This design comes from an exercise in tuning for small area, a short achievable clock period and few clock cycles per item on the open sky130 flow, not from production work. Where RTL was checked, it was by simulation tests only, not by an equivalence proof against the original.

## alpha
==> flow/design.v <==
module cordic (
    input  wire               clk,
    input  wire               rst_n,
    input  wire               start,
    input  wire signed [15:0] angle_in,
    output wire signed [15:0] cos_out,
    output wire signed [15:0] sin_out,
    output reg                done
);
    localparam signed [15:0] K = 16'sd9949;
    reg signed [15:0] x, y, z;
    reg [3:0] cnt;       
    reg [3:0] cntb;      
    reg px;              
    reg busy;
    wire [15:0] atan_i =
          ({16{cnt == 4'd1}} & 16'h1DAC) | ({16{cnt == 4'd2}} & 16'h0FAE)
        | ({16{cnt == 4'd3}} & 16'h07F5) | ({16{cnt == 4'd4}} & 16'h03FF)
        | ({16{cnt == 4'd5}} & 16'h0200) | ({16{cnt == 4'd6}} & 16'h0100)
        | ({16{cnt == 4'd7}} & 16'h0080) | ({16{cnt == 4'd8}} & 16'h0040)
        | ({16{cnt == 4'd9}} & 16'h0020) | ({16{cnt == 4'd10}} & 16'h0010)
        | ({16{cnt == 4'd11}} & 16'h0008) | ({16{cnt == 4'd12}} & 16'h0004)
        | ({16{cnt == 4'd13}} & 16'h0002) | ({16{cnt == 4'd14}} & 16'h0001);
    wire dz = ~z[15];                        
    wire signed [15:0] yc = y ^ {16{px}};
    wire signed [15:0] xc = x ^ {16{~px}};
    wire signed [15:0] ysh = yc >>> cnt;
    wire signed [15:0] xsh = xc >>> (~cntb);
    wire [15:0] x_n = x + ysh + {15'd0, px};
    wire [15:0] y_n = y + xsh + {15'd0, ~px};
    wire d0 = ~angle_in[15];
    wire [15:0] za = start ? angle_in : z;
    wire [15:0] ata = start ? 16'h3244 : atan_i;
    wire        dza = start ? d0 : dz;
    wire [15:0] z_n = za + (ata ^ {16{dza}}) + {15'd0, dza};
    always @(posedge clk) begin
        if (start) begin
            x   <= K;
            y   <= d0 ? K : -K;
        end else begin
            x   <= x_n;
            y   <= y_n;
        end
        if (start) begin
            cnt  <= 4'd1;
            cntb <= ~4'd1;
        end else begin
            cnt  <= cnt + 4'd1;
            cntb <= cntb - 4'd1;
        end
    end
    always @(posedge clk) begin
        z  <= z_n;
        px <= ~z_n[15];
    end
    wire last = (cnt == 4'd14);
    always @(posedge clk or negedge rst_n) begin
        if (!rst_n) begin
            busy <= 1'b0;
            done <= 1'b0;
        end else begin
            busy <= start | (busy & ~last);
            done <= busy & last;
        end
    end
    assign cos_out = x;
    assign sin_out = y;
endmodule
==> flow/config.mk <==
export PLATFORM = sky130hd
export DESIGN_NAME = cordic
export DESIGN_NICKNAME = cordic
export VERILOG_FILES = /design/flow/design.v
export SDC_FILE = /design/flow/constraint.sdc
export NUM_CORES = 4
export LEC_CHECK = 0
export ABC_AREA = 1
export CAP_MARGIN = 20
export CORE_MARGIN = 2
export CORE_UTILIZATION = 55
export SETUP_SLACK_MARGIN = 3.7
export SLEW_MARGIN = 20
==> flow/constraint.sdc <==
create_clock -name core_clock -period 7.0 [get_ports {clk}]
set_input_delay 1.4000 -clock core_clock [delete_from_list [all_inputs] [get_ports {clk}]]
set_output_delay 1.4000 -clock core_clock [all_outputs]
set_load 0.01 [all_outputs]
run.sh (not shown) runs the stock make flow with config.mk's settings and CLKGATE_MAP_FILE= SYNTH_SCRIPT=/design/flow/synth_recipe.tcl, a recipe that flattens the netlist after the stock synthesis.
Testbench counts of alpha, summed over its fixed seeds: cycles 24,008, items 1,600.
Modified inputs, beta compared to alpha
==> flow/design.v <==
module cordic (
    input  wire               clk,
    input  wire               rst_n,
    input  wire               start,
    input  wire signed [15:0] angle_in,
    output wire signed [15:0] cos_out,
    output wire signed [15:0] sin_out,
    output reg                done
);
    localparam signed [15:0] K = 16'sd9949;
    reg signed [15:0] xc, yc;    
    reg signed [15:0] z;
    reg d;                       
    reg [3:0] cnt;               
    reg [3:0] cntb;              
    reg busy;
    wire [15:0] atan_i =
          ({16{cnt == 4'd1}} & 16'h1DAC) | ({16{cnt == 4'd2}} & 16'h0FAE)
        | ({16{cnt == 4'd3}} & 16'h07F5) | ({16{cnt == 4'd4}} & 16'h03FF)
        | ({16{cnt == 4'd5}} & 16'h0200) | ({16{cnt == 4'd6}} & 16'h0100)
        | ({16{cnt == 4'd7}} & 16'h0080) | ({16{cnt == 4'd8}} & 16'h0040)
        | ({16{cnt == 4'd9}} & 16'h0020) | ({16{cnt == 4'd10}} & 16'h0010)
        | ({16{cnt == 4'd11}} & 16'h0008) | ({16{cnt == 4'd12}} & 16'h0004)
        | ({16{cnt == 4'd13}} & 16'h0002) | ({16{cnt == 4'd14}} & 16'h0001);
    wire [15:0] x = xc ^ {16{~d}};
    wire [15:0] y = yc ^ {16{d}};
    wire signed [15:0] ysh = yc >>> cnt;
    wire signed [15:0] xsh = xc >>> (~cntb);
    wire [15:0] x_n = x + ysh + {15'd0, d};
    wire [15:0] y_n = y + xsh + {15'd0, ~d};
    wire dz = ~z[15];
    wire d0 = ~angle_in[15];
    wire [15:0] za = start ? angle_in : z;
    wire [15:0] ata = start ? 16'h3244 : atan_i;
    wire        dza = start ? d0 : dz;
    wire [15:0] z_n = za + (ata ^ {16{dza}}) + {15'd0, dza};
    wire        d_n = ~z_n[15];
    wire [15:0] x_v = start ? K : x_n;
    wire [15:0] y_v = start ? (d0 ? K : -K) : y_n;
    always @(posedge clk) begin
        xc <= x_v ^ {16{~d_n}};
        yc <= y_v ^ {16{d_n}};
        z  <= z_n;
        d  <= d_n;
        if (start) begin
            cnt  <= 4'd1;
            cntb <= ~4'd1;
        end else begin
            cnt  <= cnt + 4'd1;
            cntb <= cntb - 4'd1;
        end
    end
    wire last = (cnt == 4'd14);
    always @(posedge clk or negedge rst_n) begin
        if (!rst_n) begin
            busy <= 1'b0;
            done <= 1'b0;
        end else begin
            busy <= start | (busy & ~last);
            done <= busy & last;
        end
    end
    assign cos_out = x;
    assign sin_out = y;
endmodule
Results
The flow did not stop early for beta: all stages ran, and the layout cleared the timing, DRC and antenna checks.
beta — design area about 7% higher, alpha as reference
Critical path's slowest cell: sky130_fd_sc_hd__dfxtp_4 -> alpha, sky130_fd_sc_hd__ha_1 -> beta
beta vs. alpha: routed via count went up by 304, total of fill cells in the finished design shows a reduction of 126, placement-stage cell area -about 0.36%, core region area flat.
Distinct cell type count after synthesis (beta / alpha): 1.07
Timing endpoint of the critical path: x[10]$_SDFF_PP1_ -> alpha, yc[14]$_DFF_P_ -> beta
alpha → beta: proportion of cell area occupied by registers fell 0.95 points, final period utilization up 6.4 points.
Function not checked in beta: the RTL went through the layout flow alone.

-- separate check: timing with driven ports --
Ports are ideal in the flow. The routed layouts listed here were re-timed in OpenROAD.
Step 1, drivers: a clkbuf_16 drives clk and a buf_2 each remaining input, both assumed.
Step 2, shift: input delay + t, output delay - t, t = (earliest + latest rising clock arrival at the registers) / 2. This alone moves slack from input paths to output paths.
Slacks: no drivers / after step 1 / after step 2; pairs: no drivers / after step 1.
| run | t, ns | slack for setup (ns) | worst setup path at the end | worst data-port slew with drivers (ns) | cell pins on the clock port's net |
|---|---|---|---|---|---|
| alpha | 0.390 | 3.829 / 3.829 / 3.531 | input to register | 0.04 | 1 |
| beta | 0.378 | 3.380 / 3.369 / 2.991 | input to register | 0.06 | 1 |
After both steps setup and hold are still met in every run listed. For beta, which loses most, drivers alone change the setup slack by -0.011 ns; drivers and shift together by -0.389 ns.
